Context: an optimization exercise on an open-source flow, tuned for small area. The choices shown serve that exercise and are no tape-out recipe.
RTL that was checked went through simulation tests only; none was proved equivalent to the original.
Power and IR drop assume default switching activity.

Design Top_1553B_APB, start of the top module:
module Top_1553B_APB
(
  APB_CLK,
  APB_RESETn,
  APB_RDATA,
  APB_READY,
  APB_SLVERR,
  APB_STRB,
  APB_PROT,
  APB_ADDR,
  APB_ENABLE,
  APB_WRITE,
  APB_WDATA,
  APB_SEL,
  rx0_1553,
  tx0_1553,
  tx0_en,
  rx1_1553,
  tx1_1553,
  tx1_en
);
input          APB_CLK;
input          APB_RESETn;
output [31:0]  APB_RDATA;
output         APB_READY;
output         APB_SLVERR;
input  [7:0]   APB_STRB;
input  [2:0]   APB_PROT;
input  [31:0]  APB_ADDR;
input          APB_ENABLE;
input          APB_WRITE;
input  [31:0]  APB_WDATA;
input          APB_SEL;
input     [1:0] rx0_1553;
output    [1:0] tx0_1553;
output    tx0_en;
input     [1:0] rx1_1553;
output    [1:0] tx1_1553;
output    tx1_en;
wire access_done;
APB_Slave_Interface APB_Inter_inst (
  .APB_CLK     (APB_CLK),
  .APB_RESETn  (APB_RESETn),
  .APB_SEL     (APB_SEL),
  .APB_ENABLE  (APB_ENABLE),
  .APB_READY   (APB_READY),
  .access_done (access_done)
);
assign APB_SLVERR = 1'b0;
wire sel_rx = (APB_ADDR[4:2] == 3'd2);
wire sel_tx = (APB_ADDR[4:2] == 3'd3);
wire        rx_unempty;
wire [18:0] rx_word;
wire        tx_unfull;
reg flag_q;
always @(posedge APB_CLK)
  flag_q <= APB_ADDR[2] ? tx_unfull : rx_unempty;
assign APB_RDATA[31]    = sel_rx & flag_q;
assign APB_RDATA[30:24] = 7'd0;
  ...
Size: about 2,700 cells after synthesis, roughly 120 I/O pins.
Settings: LEC_CHECK=0, CAP_MARGIN=20, CORE_MARGIN=2, CORE_UTILIZATION=80, CTS_BUF_LIST=sky130_fd_sc_hd__clkbuf_8, CTS_CLUSTER_DIAMETER=60, CTS_CLUSTER_SIZE=16, SLEW_MARGIN=20; clock period 10.0 ns.
standard.sh (not shown) runs the stock make flow with config.mk's settings and CLKGATE_MAP_FILE= SYNTH_SCRIPT=/design/flow/synth_recipe.tcl, a recipe that flattens the netlist after the stock synthesis.
==> flow/flow/run.sh <==
#!/bin/bash
set -euo pipefail
W=$(pwd)

# synthesis script: the standard flow's, with the ABC call pointed at the area script
{
  cat <<'TCL'
proc abc {args} {
  set i [lsearch -exact $args -script]
  if {$i >= 0} { lset args [expr {$i + 1}] $::env(AREA_ABC_SCRIPT) }
  yosys abc {*}$args
}
TCL
  cat "$W/synth_recipe.tcl"
} > "$W/area_synth.tcl"
export AREA_ABC_SCRIPT="$W/flow/area.script"

# standard.sh with the synthesis script replaced,
# and the port buffers made with the smallest buffer cell
sed -E "s#SYNTH_SCRIPT=[^ ]+#SYNTH_SCRIPT=$W/area_synth.tcl 'BUFFER_PORTS_ARGS=-buffer_cell sky130_fd_sc_hd__buf_1'#" "$W/standard.sh" > "$W/area_standard.sh"
grep -q "SYNTH_SCRIPT=$W/area_synth.tcl" "$W/area_standard.sh"

bash "$W/area_standard.sh" > "$W/flow_make.log" 2>&1
==> flow/flow/area.script <==
strash
&get -n
&st
&dch
&nf -R 100 -C 32 -F 8
&st
&dch
&nf -R 100 -C 32 -F 8
&put
topo
The starting point finished clean.
Rerun with:
- CORE_UTILIZATION: 80 -> 70
- CTS_BUF_LIST: sky130_fd_sc_hd__clkbuf_8 -> sky130_fd_sc_hd__clkbuf_4
- CTS_CLUSTER_DIAMETER: 60 -> 40
- CTS_CLUSTER_SIZE: 16 -> 10
The changed run finished with timing, DRC and antenna clean.
Final area increases by 0.42%.
Clock-buffer cell count climbs by 101.
Maximum frequency drops by 6.4%.
Global-route usage decreases by 5.9 points.
Wire length came out lower by 6.4%.
Hold slack loses 12 ps.
Sequential share of layout area shrinks by 0.31 points.
Sequential power stays flat.
Rerun with:
--- a/flow/flow/run.sh
+++ b/flow/flow/run.sh
@@ -16,7 +16,6 @@
 export AREA_ABC_SCRIPT="$W/flow/area.script"
 
-# standard.sh with the synthesis script replaced,
-# and the port buffers made with the smallest buffer cell
-sed -E "s#SYNTH_SCRIPT=[^ ]+#SYNTH_SCRIPT=$W/area_synth.tcl 'BUFFER_PORTS_ARGS=-buffer_cell sky130_fd_sc_hd__buf_1'#" "$W/standard.sh" > "$W/area_standard.sh"
+CTS="-sink_clustering_enable -repair_clock_nets -sink_clustering_size 20 -sink_clustering_max_diameter 60 -buf_list {sky130_fd_sc_hd__clkbuf_8 sky130_fd_sc_hd__clkbuf_16} -dont_use_dummy_load"
+sed -E "s#SYNTH_SCRIPT=[^ ]+#SYNTH_SCRIPT=$W/area_synth.tcl 'BUFFER_PORTS_ARGS=-buffer_cell sky130_fd_sc_hd__buf_1' 'CTS_ARGS=$CTS'#" "$W/standard.sh" > "$W/area_standard.sh"
 grep -q "SYNTH_SCRIPT=$W/area_synth.tcl" "$W/area_standard.sh"
 
- CTS_BUF_LIST: sky130_fd_sc_hd__clkbuf_4 -> sky130_fd_sc_hd__clkbuf_8
- CTS_CLUSTER_DIAMETER: 40 -> 60
- CTS_CLUSTER_SIZE: 10 -> 16
Outcome: The new run passed the timing, design-rule and antenna checks. Routed wire length climbs by 1.2%. Global-route usage is about the same. Setup slack improved by 500 ps. Clock skew rises by 14 ps.
Rerun with:
--- a/flow/flow/run.sh
+++ b/flow/flow/run.sh
@@ -16,5 +16,5 @@
 export AREA_ABC_SCRIPT="$W/flow/area.script"
 
-CTS="-sink_clustering_enable -repair_clock_nets -sink_clustering_size 20 -sink_clustering_max_diameter 60 -buf_list {sky130_fd_sc_hd__clkbuf_8 sky130_fd_sc_hd__clkbuf_16} -dont_use_dummy_load"
+CTS="-sink_clustering_enable -repair_clock_nets -sink_clustering_size 16 -sink_clustering_max_diameter 60 -buf_list sky130_fd_sc_hd__clkbuf_8 -dont_use_dummy_load"
 sed -E "s#SYNTH_SCRIPT=[^ ]+#SYNTH_SCRIPT=$W/area_synth.tcl 'BUFFER_PORTS_ARGS=-buffer_cell sky130_fd_sc_hd__buf_1' 'CTS_ARGS=$CTS'#" "$W/standard.sh" > "$W/area_standard.sh"
 grep -q "SYNTH_SCRIPT=$W/area_synth.tcl" "$W/area_standard.sh"
Outcome:
- sequential share of layout area rose by 1.3 points
- register-to-register slack gets better by 100 ps
- final cell count rose by 0.50%
- combinational power fell by about 0.6%
- non-clock buffer count fell by 1
- synthesized area stays the same
Rerun with:
==> flow/flow/run.sh (replaced) <==
#!/bin/bash
set -euo pipefail
W=$(pwd)

# synthesis script: the standard flow's, with the ABC call pointed at the area script
{
  cat <<'TCL'
proc abc {args} {
  set i [lsearch -exact $args -script]
  if {$i >= 0} { lset args [expr {$i + 1}] $::env(AREA_ABC_SCRIPT) }
  yosys abc {*}$args
}
TCL
  cat "$W/synth_recipe.tcl"
} > "$W/area_synth.tcl"
export AREA_ABC_SCRIPT="$W/flow/area.script"

# standard.sh with the synthesis script replaced,
# and the port buffers made with the smallest buffer cell
sed -E "s#SYNTH_SCRIPT=[^ ]+#SYNTH_SCRIPT=$W/area_synth.tcl 'BUFFER_PORTS_ARGS=-buffer_cell sky130_fd_sc_hd__buf_1'#" "$W/standard.sh" > "$W/area_standard.sh"
grep -q "SYNTH_SCRIPT=$W/area_synth.tcl" "$W/area_standard.sh"

bash "$W/area_standard.sh" > "$W/flow_make.log" 2>&1
=> The changed run completed with no timing, DRC or antenna violations. Wire length grows slightly. Global-route usage hardly moves. Setup slack is better by 37 ps. Via count hardly moves.
No functional check of the RTL was part of any run of this note.

Top_1553B_APB, a different RTL version from the one above (not shown whole).
For scale: about 2700 cells after synthesis, about 0.037 mm² of cells after synthesis.
==> flow/config.mk <==
export PLATFORM = sky130hd
export DESIGN_NAME = Top_1553B_APB
export DESIGN_NICKNAME = Top_1553B_APB
export VERILOG_FILES = /design/flow/design.v
export SDC_FILE = /design/flow/constraint.sdc
export NUM_CORES = 4
export LEC_CHECK = 0
export CAP_MARGIN = 20
export CORE_MARGIN = 2
export CORE_UTILIZATION = 70
export CTS_BUF_LIST = sky130_fd_sc_hd__clkbuf_8
export CTS_CLUSTER_DIAMETER = 60
export CTS_CLUSTER_SIZE = 16
export SLEW_MARGIN = 20
==> flow/constraint.sdc <==
create_clock -name core_clock -period 10.0 [get_ports {APB_CLK}]
set_input_delay 2.0000 -clock core_clock [delete_from_list [all_inputs] [get_ports {APB_CLK}]]
set_output_delay 2.0000 -clock core_clock [all_outputs]
set_load 0.01 [all_outputs]
==> flow/flow/run.sh <==
#!/bin/bash
set -euo pipefail
W=$(pwd)

# synthesis script: the standard flow's, with the ABC call pointed at the area script
{
  cat <<'TCL'
proc abc {args} {
  set i [lsearch -exact $args -script]
  if {$i >= 0} { lset args [expr {$i + 1}] $::env(AREA_ABC_SCRIPT) }
  yosys abc {*}$args
}
TCL
  cat "$W/synth_recipe.tcl"
} > "$W/area_synth.tcl"
export AREA_ABC_SCRIPT="$W/flow/area.script"

CTS="-sink_clustering_enable -repair_clock_nets -sink_clustering_size 20 -sink_clustering_max_diameter 55 -buf_list sky130_fd_sc_hd__clkbuf_8 -dont_use_dummy_load"
sed -E "s#SYNTH_SCRIPT=[^ ]+#SYNTH_SCRIPT=$W/area_synth.tcl 'BUFFER_PORTS_ARGS=-buffer_cell sky130_fd_sc_hd__buf_1' 'CTS_ARGS=$CTS'#" "$W/standard.sh" > "$W/area_standard.sh"
grep -q "SYNTH_SCRIPT=$W/area_synth.tcl" "$W/area_standard.sh"

bash "$W/area_standard.sh" > "$W/flow_make.log" 2>&1
Scripts as last shown in full above: flow/flow/area.script
The starting point finished with timing, DRC and antenna clean.
Change:
--- a/flow/flow/run.sh
+++ b/flow/flow/run.sh
@@ -17,3 +17,3 @@
 
-CTS="-sink_clustering_enable -repair_clock_nets -sink_clustering_size 20 -sink_clustering_max_diameter 55 -buf_list sky130_fd_sc_hd__clkbuf_8 -dont_use_dummy_load"
+CTS="-sink_clustering_enable -repair_clock_nets -sink_clustering_size 12 -sink_clustering_max_diameter 50 -buf_list sky130_fd_sc_hd__clkbuf_8 -dont_use_dummy_load"
 sed -E "s#SYNTH_SCRIPT=[^ ]+#SYNTH_SCRIPT=$W/area_synth.tcl 'BUFFER_PORTS_ARGS=-buffer_cell sky130_fd_sc_hd__buf_1' 'CTS_ARGS=$CTS'#" "$W/standard.sh" > "$W/area_standard.sh"
The changed run passed the timing, design-rule and antenna checks.
Cell area grows by 1.9%.
Power increases by 6.5%.
Worst setup slack gets worse by 170 ps.
Cell count rose by 1.5%.
Clock-buffer cell count goes up by 55.
Sequential share of layout area goes down by 1.4 points.
Wire length grows by 1.7%.
Utilization is higher by 1.4 points.
Combinational power is about the same.
Die area stays the same.
Change:
--- a/flow/flow/run.sh
+++ b/flow/flow/run.sh
@@ -17,3 +17,3 @@
 
-CTS="-sink_clustering_enable -repair_clock_nets -sink_clustering_size 12 -sink_clustering_max_diameter 50 -buf_list sky130_fd_sc_hd__clkbuf_8 -dont_use_dummy_load"
+CTS="-sink_clustering_enable -repair_clock_nets -sink_clustering_size 20 -sink_clustering_max_diameter 70 -buf_list sky130_fd_sc_hd__clkbuf_8 -dont_use_dummy_load"
 sed -E "s#SYNTH_SCRIPT=[^ ]+#SYNTH_SCRIPT=$W/area_synth.tcl 'BUFFER_PORTS_ARGS=-buffer_cell sky130_fd_sc_hd__buf_1' 'CTS_ARGS=$CTS'#" "$W/standard.sh" > "$W/area_standard.sh"
Effect: The new run completed with no timing, DRC or antenna violations. Design area is lower slightly. Maximum frequency is higher by a few percent. Clock skew is lower by 15 ps. Power is lower by a few percent. Wire length is lower slightly. Core utilization is lower by 1.5 points. Global-route usage is lower by 0.75 points. Worst hold slack improved by 12 ps. Register-to-register slack barely changes. Clock power is lower by about a fifth.
Change:
--- a/flow/flow/run.sh
+++ b/flow/flow/run.sh
@@ -17,3 +17,3 @@
 
-CTS="-sink_clustering_enable -repair_clock_nets -sink_clustering_size 20 -sink_clustering_max_diameter 70 -buf_list sky130_fd_sc_hd__clkbuf_8 -dont_use_dummy_load"
+CTS="-sink_clustering_enable -repair_clock_nets -sink_clustering_size 16 -sink_clustering_max_diameter 60 -buf_list sky130_fd_sc_hd__clkbuf_8 -dont_use_dummy_load"
 sed -E "s#SYNTH_SCRIPT=[^ ]+#SYNTH_SCRIPT=$W/area_synth.tcl 'BUFFER_PORTS_ARGS=-buffer_cell sky130_fd_sc_hd__buf_1' 'CTS_ARGS=$CTS'#" "$W/standard.sh" > "$W/area_standard.sh"
=> The new run ran to the end with no violations. First-iteration DRC count is lower by a few percent. Global-route usage is higher by 0.21 points. Design area is higher slightly. Via count is higher slightly.

afterwards: timing with drivers on the ports:
How much do the figures lean on ideal ports? The routed layouts below were timed once more, with nothing changed but the port constraints. Step 1 assumes that a clkbuf_16 drives the clock port and a buf_2 every other input. Step 2, shift: input delay + t, output delay - t, t = (earliest + latest rising clock arrival at the registers) / 2. This alone moves slack from input paths to output paths. Slacks: ideal ports / drivers / drivers and shift; pairs: ideal ports / drivers.
run | t (ns) | slack for setup (ns) | worst setup path at the end | latest minus earliest clock arrival (ns)
the first run of note 1 | 0.789 | 3.323 / 3.267 / 4.056 | register to output | 0.044 / 0.044
the second run of note 1 | 1.082 | 2.869 / 2.809 / 3.891 | register to output | 0.056 / 0.056
the third run of note 1 | 0.660 | 3.364 / 3.303 / 3.963 | register to output | 0.066 / 0.066
the fourth run of note 1 | 0.741 | 3.211 / 3.153 / 3.894 | register to output | 0.076 / 0.076
the fifth run of note 1 | 0.764 | 3.248 / 3.192 / 3.957 | register to output | 0.039 / 0.039
the first run of note 2 | 0.726 | 4.097 / 4.036 / 4.283 | input to output | 0.075 / 0.075
the second run of note 2 | 0.820 | 3.929 / 3.876 / 4.248 | input to output | 0.053 / 0.053
the third run of note 2 | 0.731 | 4.104 / 4.048 / 4.312 | input to output | 0.040 / 0.040
the fourth run of note 2 | 0.730 | 4.032 / 3.975 / 4.264 | input to output | 0.077 / 0.077
After both steps every run listed still meets setup and hold.
